What follows belongs to an exercise in optimizing a design on an open flow for small area; a production flow would make more cautious choices. RTL that was checked went through simulation tests only; none was proved equivalent to the original. For run 2, only the layout was checked, not whether the RTL still works.

`design/flow/design.v`:
```
module convolve #(parameter KERNEL_SIZE = 9,
                  parameter DATA_WIDTH  = 8,
                  parameter KDATA_WIDTH = 8,
                  parameter ACTIVATION  = "RELU")
(
   input  logic                   clk,
   input  logic                   rst,
   input  logic                   en_convolve,
   input  logic [0:KERNEL_SIZE-1] [DATA_WIDTH-1:0] image,
   input  logic [0:KERNEL_SIZE-1][KDATA_WIDTH-1:0] kernel,  
   output logic  [DATA_WIDTH-1:0] feature_map,
   output logic                   feature_out
);
function [DATA_WIDTH-1:0] activation;
   input [DATA_WIDTH+KDATA_WIDTH+$clog2(KERNEL_SIZE)-1:0] weighted_inputs;
   begin
      case(ACTIVATION)
         "RELU": begin
            if (weighted_inputs[DATA_WIDTH+KDATA_WIDTH+$clog2(KERNEL_SIZE)-1]) activation = 0;  
            else activation = weighted_inputs[DATA_WIDTH+KDATA_WIDTH-2-1:KDATA_WIDTH-2];      
         end
         "SIGNUM": begin
            if (weighted_inputs[DATA_WIDTH+KDATA_WIDTH+$clog2(KERNEL_SIZE)-1]) activation = 0;  
            else activation = {DATA_WIDTH{1'b1}};
         end
         default: activation = 'h0;
      endcase
   end
endfunction
function [KDATA_WIDTH-1:0] twos_compl;
   input [KDATA_WIDTH-1:0] kernel;
   twos_compl = (~kernel) + 1;
endfunction
logic en_convolve_q;
logic [0:KERNEL_SIZE-1][DATA_WIDTH+KDATA_WIDTH-1:0] feat_mult_c;
logic [0:KERNEL_SIZE-1][DATA_WIDTH+KDATA_WIDTH-1:0] feat_mult_q;
logic [DATA_WIDTH+KDATA_WIDTH+$clog2(KERNEL_SIZE)-1:0] feature_map_c;
logic [0:KERNEL_SIZE-1][KDATA_WIDTH-1:0] kernel_abs;
always_comb begin
   for (int i=0;i<KERNEL_SIZE; i=i+1) begin
      kernel_abs[i] = kernel[i][KDATA_WIDTH-1] ? twos_compl(kernel[i]) : kernel[i];  
   end
end
always_comb begin
   feat_mult_c = 'h0;
   for (int i=0; i<KERNEL_SIZE; i=i+1) begin
      feat_mult_c[i][DATA_WIDTH+KDATA_WIDTH-1]     = kernel[i][KDATA_WIDTH-1];                 
      feat_mult_c[i][DATA_WIDTH+KDATA_WIDTH-2:0]   = image[i]*kernel_abs[i][KDATA_WIDTH-2:0];  
   end
end
always_comb begin
   feature_map_c = 'h0;
   for (int i=0; i<KERNEL_SIZE; i=i+1) begin
      feature_map_c = feat_mult_q[i][DATA_WIDTH+KDATA_WIDTH-1] ? feature_map_c - feat_mult_q[i][DATA_WIDTH+KDATA_WIDTH-2:0]:  
                                                                 feature_map_c + feat_mult_q[i][DATA_WIDTH+KDATA_WIDTH-2:0];   
   end
end
always_ff@(posedge clk) begin
   en_convolve_q <= en_convolve;
end
always_ff@(posedge clk, negedge rst) begin
   if (~rst) begin
      feat_mult_q <= 'h0;
      feature_map <= 'h0;
      feature_out <= 1'b0;
   end
   else begin
      if (en_convolve) begin
         feat_mult_q <= feat_mult_c;
      end
      if (en_convolve_q) begin
         feature_map <= activation(feature_map_c);  
         feature_out <= 1'b1;
      end else begin
         feature_map <= 'h0;
         feature_out <= 1'b0;
      end
   end
end
endmodule
module conv_layer # (parameter KERNEL_SIZE = 3,
                     parameter IMGCOL      = 8,
                     parameter IMGROW      = 8,
                     parameter DATA_WIDTH  = 8,
                     parameter KDATA_WIDTH = 8,
                     parameter ACTIVATION  = "RELU")
(
   input  logic                   clk,
   input  logic                   rst,
   input  logic [0:IMGROW-1][0:IMGCOL-1][DATA_WIDTH-1:0]  image,
   input  logic [0:KERNEL_SIZE-1][0:KERNEL_SIZE-1][KDATA_WIDTH-1:0] kernel,   
   output logic [0:IMGROW-KERNEL_SIZE][0:IMGCOL-KERNEL_SIZE][DATA_WIDTH-1:0]  conv_out,
   output logic                   layer_done_out
);
localparam PAD_SIZE = (KERNEL_SIZE-1)/2;
logic [0:KERNEL_SIZE*KERNEL_SIZE-1][DATA_WIDTH-1:0]  img_window;
logic [0:KERNEL_SIZE*KERNEL_SIZE-1][KDATA_WIDTH-1:0] ker_window;
logic [$clog2(IMGCOL)-1:0] col;
logic [$clog2(IMGROW+1)-1:0] row;
logic [$clog2(IMGCOL-KERNEL_SIZE):0] out_col;
logic [$clog2(IMGROW-KERNEL_SIZE):0] out_row;
logic en_convolve, layer_conv_done, feature_out;
logic [DATA_WIDTH-1:0]  activated_feature;
always_ff@(posedge clk or negedge rst) begin
   if (~rst) begin
      row <= 'h0;
      col <= 'h0;
      layer_conv_done <= 1'b0;
   end
   else begin
      if (row == IMGROW) begin
         row <= 'h0;
         col <= 'h0;
         layer_conv_done <= 1'b1;
      end else if (col==IMGCOL-1) begin
         row <= row+'h1;
         col <= 'h0;
      end else begin
         col <= col+'h1;
         layer_conv_done <= 1'b0;
      end
   end
end
assign layer_done_out = layer_conv_done;
always_comb begin
   for (int i=0; i<KERNEL_SIZE; i=i+1) begin  
      for (int j=0; j<KERNEL_SIZE; j=j+1) begin   
         ker_window[i*KERNEL_SIZE+j] = kernel[i][j];
      end
   end
end
always_ff@(posedge clk or negedge rst) begin
   if (~rst) begin
      img_window  <= 'h0;
      en_convolve <= 1'b0;
   end else begin
      if (row>PAD_SIZE-1 && row<IMGROW-PAD_SIZE &&   
          col>PAD_SIZE-1 && col<IMGCOL-PAD_SIZE)    
      begin
         en_convolve <= 1'b1;
         for (int i=0; i<KERNEL_SIZE; i=i+1) begin  
            for (int j=0; j<KERNEL_SIZE; j=j+1) begin   
               img_window[i*KERNEL_SIZE+j] <= image[row-PAD_SIZE+i][col-PAD_SIZE+j];
            end
         end
      end else begin
         en_convolve <= 1'b0;
         img_window  <= 'h0;
      end
   end
end
convolve #(
   .KERNEL_SIZE (KERNEL_SIZE*KERNEL_SIZE),
   .DATA_WIDTH  (DATA_WIDTH),
   .KDATA_WIDTH (KDATA_WIDTH),
   .ACTIVATION  (ACTIVATION)
) u_convolve (
   .clk          (clk),
   .rst          (rst),
   .en_convolve  (en_convolve),
   .image        (img_window),
   .kernel       (ker_window),
   .feature_map  (activated_feature),
   .feature_out  (feature_out)
);
always_ff@(posedge clk or negedge rst) begin
   if (~rst) begin
      out_row <= 'h0;
      out_col <= 'h0;
   end
   else if (feature_out || layer_conv_done) begin
      if (out_row == IMGROW-KERNEL_SIZE+1 || layer_conv_done) begin
         out_row <= 'h0;
         out_col <= 'h0;
      end else if (out_col==IMGCOL-KERNEL_SIZE) begin
         out_row <= out_row+'h1;
         out_col <= 'h0;
      end else begin
         out_col <= out_col+'h1;
      end
   end
end
always_ff@(posedge clk or negedge rst) begin
   if (~rst) begin
      conv_out <= 'h0;
   end else if (out_row <= IMGROW-KERNEL_SIZE && out_col <= IMGCOL-KERNEL_SIZE) begin
      conv_out[out_row][out_col] <= activated_feature;
   end
end
endmodule
module conv_top (
   input  logic         clk,
   input  logic         rst,
   input  logic [511:0] image,
   input  logic [71:0]  kernel,
   output logic [287:0] conv_out,
   output logic         layer_done_out
);
logic [0:7][0:7][7:0] image_a;
logic [0:2][0:2][7:0] kernel_a;
logic [0:5][0:5][7:0] conv_out_a;
always_comb begin
   for (int r=0; r<8; r++)
      for (int c=0; c<8; c++)
         image_a[r][c] = image[(r*8+c)*8 +: 8];
   for (int i=0; i<3; i++)
      for (int j=0; j<3; j++)
         kernel_a[i][j] = kernel[(i*3+j)*8 +: 8];
   for (int r=0; r<6; r++)
      for (int c=0; c<6; c++)
         conv_out[(r*6+c)*8 +: 8] = conv_out_a[r][c];
end
conv_layer #(
   .KERNEL_SIZE (3),
   .IMGCOL      (8),
   .IMGROW      (8),
   .DATA_WIDTH  (8),
   .KDATA_WIDTH (8),
   .ACTIVATION  ("RELU")
) u_conv_layer (
   .clk            (clk),
   .rst            (rst),
   .image          (image_a),
   .kernel         (kernel_a),
   .conv_out       (conv_out_a),
   .layer_done_out (layer_done_out)
);
endmodule
```
`design/flow/run.sh`:
```
#!/bin/bash
# synth_recipe.tcl (not shown) runs the flow's synth.tcl, then flattens the netlist and writes it again
# the make line also repeats each setting of config.mk as NAME=value (left out here)
make -C /OpenROAD-flow-scripts/flow DESIGN_CONFIG=/design/flow/config.mk WORK_HOME=/design/flow/orfs CLKGATE_MAP_FILE= SYNTH_SCRIPT=/design/flow/synth_recipe.tcl finish
```
`design/flow/config.mk`:
```
export PLATFORM = sky130hd
export DESIGN_NAME = conv_top
export DESIGN_NICKNAME = conv_top
export VERILOG_FILES = /design/flow/design.v
export SDC_FILE = /design/flow/constraint.sdc
export NUM_CORES = 4
export LEC_CHECK = 0
export CAP_MARGIN = 20
export CORE_MARGIN = 2
export CORE_UTILIZATION = 40
export PLACE_DENSITY = 0.6
export SLEW_MARGIN = 20
```
`design/flow/constraint.sdc`:
```
create_clock -name core_clock -period 11.0 [get_ports {clk}]
set_input_delay 2.2000 -clock core_clock [delete_from_list [all_inputs] [get_ports {clk}]]
set_output_delay 2.2000 -clock core_clock [all_outputs]
set_load 0.01 [all_outputs]
```
==> results by group, run 1 <==
Worst setup path
  • CP max stage delay: 400 ps
  • CP most frequent cell: ha_1
  • Worst EP required: approximately 12000 ps
  • CP Launch Type: flop
  • Critical Path Source: u_conv_layer.u_convolve.feat_mult_q[113]
  • Number of cells on the worst reg-to-reg path: between 50 and 60
  • Element type at the critical path end: flop
  • Slowest cell on crit path: dfrtp_1
  • CP Class: flop to flop
  • FF-to-FF setup slack: 750 ps
  • Reg2reg start: u_conv_layer.u_convolve.feat_mult_q[113]
  • CP endpoint: u_conv_layer.u_convolve.feature_map[0]
  • Crit-path max FO: 8
  • Crit path arrival time: 10760 ps
  • End of the worst register-to-register path: u_conv_layer.u_convolve.feature_map[0]

Route
  • Drt first pass iters: 6
  • Antenna-violating nets left: 0
  • Avg Vias per Cell: approximately 5.6
  • Wirelength, routed: ~220 mm
  • Drt drc: 0
  • Via count: 50900
  • Detailed-route wire length per cell: ~24 um
  • DRT iter0 DRCs: around 3600

Logic synthesis
  • FFs w/ async S/R, synth: around 100%
  • Synth unique cells: 78
  • Post-synthesis cell count: around 6200
  • Yosys top cell area share: roughly 22%
  • Register area share after synthesis: a little over a fifth
  • Synth area leaders: dfrtp_1 22%, mux4_2 11%, ha_1 11%
  • Synth Cell Area: between 60000 and 70000 um^2
  • Yosys reg bits: around 530
  • Mapped Nets: ~7600
  • Synth Warn #: 3
  • Post-synth EDFFs: 0
  • Syn_area_per_cell: 9.81 um^2
  • Cell taking the most area after synthesis: dfrtp_1
  • Post-synth top cells: 705 x nand2_1, 530 x dfrtp_1, 529 x ha_1
  • Top FF cell, synth: dfrtp_1
  • Top-count cell post-synth: nand2_1

STA
  • F_max: 97.6 MHz
  • Final worst path period share: between 90 and 100%
  • Finish-stage setup viols: 0
  • RSZ-0062 raised after global routing: false
  • Setup slack after layout: roughly 750 ps
  • Tmin final: ~10000 ps
  • Final slew viol count: 0
  • Least-Margin Pin Slew: around 1200 ps
  • Slew margin rel.: 17.0%
  • Hold violation count in the final report: 0
  • Post-Route Skew: ~30 ps

Clock network
  • CTS HTree Levels: 3
  • # hold bufs at CTS: 0
  • Clock transition at path regs: 60 ps
  • Max Root-Sink Buffers: 3
  • CTS tree: done
  • Sink Count: ~530
  • Cts bufs inserted: between 60 and 70
  • Clock latency on the worst-skew pair: 650 ps
  • Root buffer cell: clkbuf_16

Global route
  • Largest net degree at the start of global routing: approximately 160
  • Initial antenna violation count: 45
  • GRT Util Overall: 28.0%
  • Grt total ovfl: 0
  • First-pass GRT wire length: approximately 330 mm
  • Vias in the first global route: 51000

Finish
  • Area delta synth->final: 22.2%
  • Storage cell area: roughly 13000 um^2
  • Fill cell count: about 14000
  • Nets: approximately 8400
  • Design Area, Final: ~75000 um^2
  • Non-filler cells, final: a little over 9000
  • Final Core Density: 49.1%
  • Multi-input logic area: around 45000 um^2
  • Share of cells above drive strength 1: between 10% and 20%

Placement
  • Placed Area: roughly 70000 um^2
  • Input/output buffers: between 800 and 900
  • DP HPWL: roughly 180 mm
  • Setup WS pre-CTS: -46.6 ps
  • DP Cell Count: about 9000
  • GPL Wtd Cong: slightly below 1

Floorplan
  • Die Wd: 395 um
  • Row cnt: 143
  • Die H: 395 um
  • Initial Util: around two fifths
  • I/O pins: approximately 880
  • Die area: approximately 160000 um^2
  • Core area: about 150000 um^2

Worst hold path
  • Hold Path Class: flop to flop

Flow run
  • Max Cap Viol: 0

Outcome
  • Run status: timing/DRC/antenna clean
how the worst min path moves through the flow:
stage	start	endpoint	cells past startpoint
after floorplan	u_conv_layer.u_convolve.en_convolve_q	u_conv_layer.u_convolve.feature_out	0
after global routing	u_conv_layer.u_convolve.en_convolve_q	u_conv_layer.u_convolve.feature_out	0
after global placement	u_conv_layer.out_col[3]	u_conv_layer.out_col[3]	1
after detailed placement	u_conv_layer.u_convolve.en_convolve_q	u_conv_layer.u_convolve.feature_out	0
final	u_conv_layer.u_convolve.en_convolve_q	u_conv_layer.u_convolve.feature_out	0
after CTS	u_conv_layer.u_convolve.en_convolve_q	u_conv_layer.u_convolve.feature_out	0
sequential cells by signal (all words and copies together) (netlist names):
| name | flops |
|---|---|
| u_conv_layer.u_convolve.feature_out | 1 |
| u_conv_layer.u_convolve.en_convolve_q | 1 |
| u_conv_layer.img_window | 72 |
| u_conv_layer.row | 4 |
| u_conv_layer.conv_out | 288 |
| u_conv_layer.u_convolve.feat_mult_q | 144 |
| u_conv_layer.u_convolve.feature_map | 8 |
| u_conv_layer.en_convolve | 1 |
| u_conv_layer.col | 3 |
| u_conv_layer.layer_conv_done | 1 |
| u_conv_layer.out_row | 4 |
| u_conv_layer.out_col | 4 |
through the flow:
| stage | hold slack, ps | TNS [ps] |
|---|---|---|
| floorplan | 331 | 0 |
| global placement | 470 | 0 |
| detailed placement | 466 | -282 |
| CTS | 475 | 0 |
| global route | 492 | 0 |
| finish | 468 | 0 |
cell usage in the layout (no fill, tap or decap), types with 83 or more instances in the layout:
master	instances
ha_1	523
o21ai_0	157
a21oi_1	320
nor3_1	83
nor2_1	385
mux2_2	515
inv_1	492
dfrtp_1	519
and2_1	224
xnor2_1	363
o21bai_1	91
clkdlybuf4s50_1	873
mux2i_1	214
fa_1	280
mux4_2	302
nand2_1	705
worst max-delay path, delay by kind of cell (launching register included):
family / cells / cell delay [ps]
and+or+nand+nor: 7 / 570
xor gates and xnor gates: 9 / 1680
DFF: 1 / 400
AOI/OAI and AO/OA: 25 / 4200
muxes: 1 / 300
buffers and inverters: 2 / 180
adders and majority gates: 9 / 2730
per-layer routing:
metal  up-vias  global-route usage, %  part of all wire (%)
met5         -                      0                 0.040
met4        12                   13.5                   5.3
met3       362                   4.34                   5.6
met2      1553                   47.0                    48
met1     25600                   35.3                    41
li1      23400                      -                     -
logic make-up after synthesis:
group | share of synthesized area (%)
flip-flops | 21.8
buffers and inverters | 4.75
XOR/XNOR | 6.70
adder cells (fa/ha/maj) | 20.1
multiplexers | 24.3
AO/OA/AOI/OAI | 9.52
AND/OR/NAND/NOR | 12.9
final cells by class:
class	count	area share [%]
Tap cell	2030	3.41
Sequential cell	531	17.8
Clock inverter	24	0.451
Timing Repair Buffer	953	12.6
Multi-Input combinational cell	4924	60.7
Antenna cell	30	0.101
Clock buffer	89	2.44
Inverter	499	2.52
what timing repair did:
item,4_1_cts,5_1_grt
pin swaps,1,26
setup endpoints to repair,8,8
gates resized for setup,3,60
buffers inserted,0,12
==> run 2: changes to the inputs <==
==> design/flow/design.v (replaced) <==
module conv_top (
   input  logic         clk,
   input  logic         rst,
   input  logic [511:0] image,
   input  logic [71:0]  kernel,
   output logic [287:0] conv_out,
   output logic         layer_done_out
);
logic [6:0] q;
always_ff @(posedge clk or negedge rst) begin
   if (~rst)          q <= 7'd111;
   else if (q == 7'd48) q <= 7'd112;
   else               q <= q + 7'd1;
end
assign layer_done_out = (q == 7'd48);
wire [2:0] r = q[5:3];
wire [2:0] t = q[2:0];
logic [7:0][7:0] colv;
always_comb
   for (int x = 0; x < 8; x++)
      colv[x] = image[(x*8 + t)*8 +: 8];
logic [2:0][7:0] px;
always_comb
   for (int i = 0; i < 3; i++)
      px[i] = colv[r + i];
logic [71:0] w;
always_comb
   for (int n = 0; n < 9; n++)
      w[n*8 +: 8] = {kernel[n*8+7] & (|kernel[n*8 +: 7]), kernel[n*8 +: 7]};
logic signed [19:0] a [3];
always_comb
   for (int j = 0; j < 3; j++) begin
      a[j] = 20'sd0;
      for (int i = 0; i < 3; i++)
         a[j] = a[j] + $signed({1'b0, px[i]}) * $signed(w[(i*3+j)*8 +: 8]);
   end
logic signed [19:0] s0, s1;
wire  signed [19:0] acc = a[2] + s1;
wire  [7:0] res = acc[19] ? 8'd0 : acc[13:6];
logic [45:0][7:0] chain;
always_ff @(posedge clk) begin
   s0    <= a[0];
   s1    <= a[1] + s0;
   chain <= {chain[44:0], res};
end
always_comb
   for (int rr = 0; rr < 6; rr++)
      for (int c = 0; c < 6; c++)
         conv_out[(rr*6+c)*8 +: 8] = chain[45 - 8*rr - c];
endmodule
==> results by group, run 2 <==
Outcome
  • Run status: timing/DRC/antenna clean

Finish
  • Share of cells above drive strength 1: around 8.4%
  • Area delta synth->final: 25.4%
  • Most common cell after layout, fill and taps aside: clkdlybuf4s50_1
  • Max FFs per register: ~370
  • Most frequent cells in the layout: 874 x clkdlybuf4s50_1, 796 x inv_1, 539 x fa_1
  • Biggest regs: chain x368, s1 x20, s0 x19
  • Largest register by flop count: chain
  • Nets: roughly 5700

Clock network
  • Root buffer cell: clkbuf_16
  • CTS tree: done
  • Cts bufs inserted: 43
  • Clock transition at path regs: approximately 70 ps
  • Max Root-Sink Buffers: 3
  • Post-cts resize count: 0
  • # hold bufs at CTS: 0
  • Post-CTS Setup Bufs: 0
  • Clock latency on the worst-skew pair: 590 ps
  • CTS HTree Levels: 2
  • Sink Count: roughly 410

Worst setup path
  • CP Launch Type: input port
  • Reg2reg start: q[0]
  • Crit-path max FO: 16
  • Worst EP required: 11530 ps
  • CP endpoint: s0[17]
  • FF-to-FF setup slack: 1470 ps
  • End of the worst register-to-register path: s1[19]
  • Element type at the critical path end: flop
  • Crit path arrival time: approximately 11000 ps
  • Number of cells on the worst reg-to-reg path: 27
  • CP Class: input port to flop
  • Critical Path Source: image[108]

STA
  • Slew margin rel.: a little over a quarter
  • RSZ-0062 raised after global routing: false
  • Finish-stage setup viols: 0
  • Hold violation count in the final report: 0
  • Least-Margin Pin Slew: about 1100 ps
  • Tmin final: approximately 10000 ps
  • F_max: slightly below 100 MHz
  • Setup TNS: 0 ps
  • Post-Route Skew: between 20 and 30 ps
  • Final slew viol count: 0
  • Final worst path period share: around nine tenths

Logic synthesis
  • Cell taking the most area after synthesis: fa_1
  • Post-synth top cells: 796 x inv_1, 539 x fa_1, 407 x dfxtp_1
  • Post-synth EDFFs: 0
  • Post-synthesis cell count: roughly 3700
  • Synth Warn #: 2
  • Largest family of logic cells by synthesized area: adder cells
  • Synth area leaders: fa_1 28%, dfxtp_1 21%, ha_1 12%
  • Post-Synth Simple-Gate Area: 9.50%
  • Mapped Nets: about 5200
  • Post-synthesis mux area share: 10.8%
  • Yosys reg bits: between 400 and 500
  • Top-count cell post-synth: inv_1
  • Adder-Cell Fraction of Synth Area: between 30% and 40%
  • Synth unique cells: 61
  • Register area share after synthesis: about 21%
  • Yosys top cell area share: 27.8%
  • Syn_area_per_cell: 10.6 um^2
  • XOR/XNOR share of the synthesized area: about 1.1%
  • Top FF cell, synth: dfxtp_1
  • Synth Cell Area: roughly 39000 um^2
  • Compound-Gate Fraction of Synth Area: under 10%
  • FFs w/ async S/R, synth: 1.69%

Route
  • Avg Vias per Cell: between 4 and 5
  • Via count: 27500
  • Detailed-route wire length per cell: 24.5 um
  • Antenna-violating nets left: 0
  • Drt first pass iters: 5
  • Wirelength, routed: 137 mm
  • DRT iter0 DRCs: between 1500 and 2000
  • Drt drc: 0

Floorplan
  • I/O pins: slightly below 900
  • Die area: 99600 um^2
  • Die Wd: around 320 um
  • Core area: roughly 96000 um^2
  • Die H: between 300 and 400 um
  • Initial Util: between 40% and 50%
  • Row cnt: ~110

Worst hold path
  • Hold Path Class: flop to flop
  • Hold path depth: 0

Global route
  • Grt total ovfl: 0
  • Vias in the first global route: 29400
  • Initial antenna violation count: 30
  • GRT Util Overall: between 20% and 30%
  • Largest net degree at the start of global routing: 56
  • First-pass GRT wire length: slightly below 200 mm

Placement
  • GPL Wtd Cong: between 0.9 and 1
  • Input/output buffers: between 800 and 900
  • DP HPWL: roughly 120 mm

Flow run
  • Max Cap Viol: 0
run 2: worst min path at each step:
stage                          start         end  slack (ps)
after floorplan           chain[112]  chain[120]         310
after global placement    chain[311]  chain[319]         310
after detailed placement  chain[180]  chain[188]         310
after CTS                 chain[245]  chain[253]         310
after global routing      chain[245]  chain[253]         320
final                     chain[245]  chain[253]         320
run 2: cell families after synthesis:
| kind of cell | Yosys count |
|---|---|
| AOI/OAI and AO/OA | 166 |
| and+or+nand+nor | 728 |
| DFF | 414 |
| adders and majority gates | 903 |
| muxes | 198 |
| buffers and inverters | 1213 |
| xor gates and xnor gates | 50 |
run 2: per-layer routing:
layer	GRT usage [%]	routed length, um	part of all wire, %
met5	0	40	0.029
met4	14.3	7660	5.6
met3	4.78	8880	6.5
met1	33.0	51800	38
met2	47.9	68500	50
run 2: area by class of cell:
class / count / area [um^2]
clock buffer: 59 / 1240
tap: 1276 / 1600
sequential: 414 / 8340
antenna: 18 / 45.0
multi-input combinational: 2045 / 24900
timing repair buffer: 953 / 9420
clock inverter: 19 / 204
fill: 8922 / 47700
inverter: 798 / 3000
run 2: worst max-delay path: stages:
cell and delay, ps:
clkdlybuf4s50_1 640, mux4_2 380, mux4_2 280, and2_1 150
o31a_1 870, nand2_1 180, fa_1 540, inv_1 50
fa_1 540, inv_1 60, fa_1 520, inv_1 50
fa_1 480, fa_1 550, inv_1 50, fa_1 470
inv_1 50, fa_1 430, ha_1 340, nor2b_1 170
o31ai_1 330, a21oi_1 250, o2111ai_1 340, nand3b_1 180
a311oi_1 360, xnor2_1 150
run 2: metrics by stage:
step | std cells | setup slack, ps | hold slack (ps) | instance area (um^2) | util (%)
6_report | 5582 | 895 | 315 | 48700 | 50.5
5_1_grt | 5578 | 443 | 322 | 48700 | 50.5
4_1_cts | 5564 | 889 | 309 | 48700 | 50.5
3_5_place_dp | 5486 | 259 | 312 | 47200 | 49.0
3_3_place_gp | 5486 | 398 | 310 | 47200 | 49.0
2_1_floorplan | 3672 | 1900 | 310 | 38900 | -

[port drivers added, routing unchanged]
The results above use ideal ports. As a check the final layouts listed here were re-extracted and re-timed, cells and wires unchanged. Step 1 assumes that a clkbuf_16 drives the clock port and a buf_2 every other input. Step 2 adds t to the input delays and takes it off the output delays; t is the mean of the earliest and latest rising clock arrival at the registers after step 1. Input paths then give back, and output paths get back, about the clock's delay inside the block. Three values: ideal ports, drivers, drivers and shift; two values: the first two.
run	shift t [ns]	setup WS [ns]	latest minus earliest clock arrival (ns)	worst slew at a driven data input, ns	cell pins on the clock port's net
run 1	0.713	0.749 / 0.749 / 0.749	0.033 / 0.034	0.31	1
run 2	0.639	0.895 / 0.899 / 0.260	0.042 / 0.042	0.26	1
After both steps setup and hold are still met in every run listed. For run 2, which loses most, drivers alone change the setup slack by +0.004 ns; drivers and shift together by -0.635 ns.
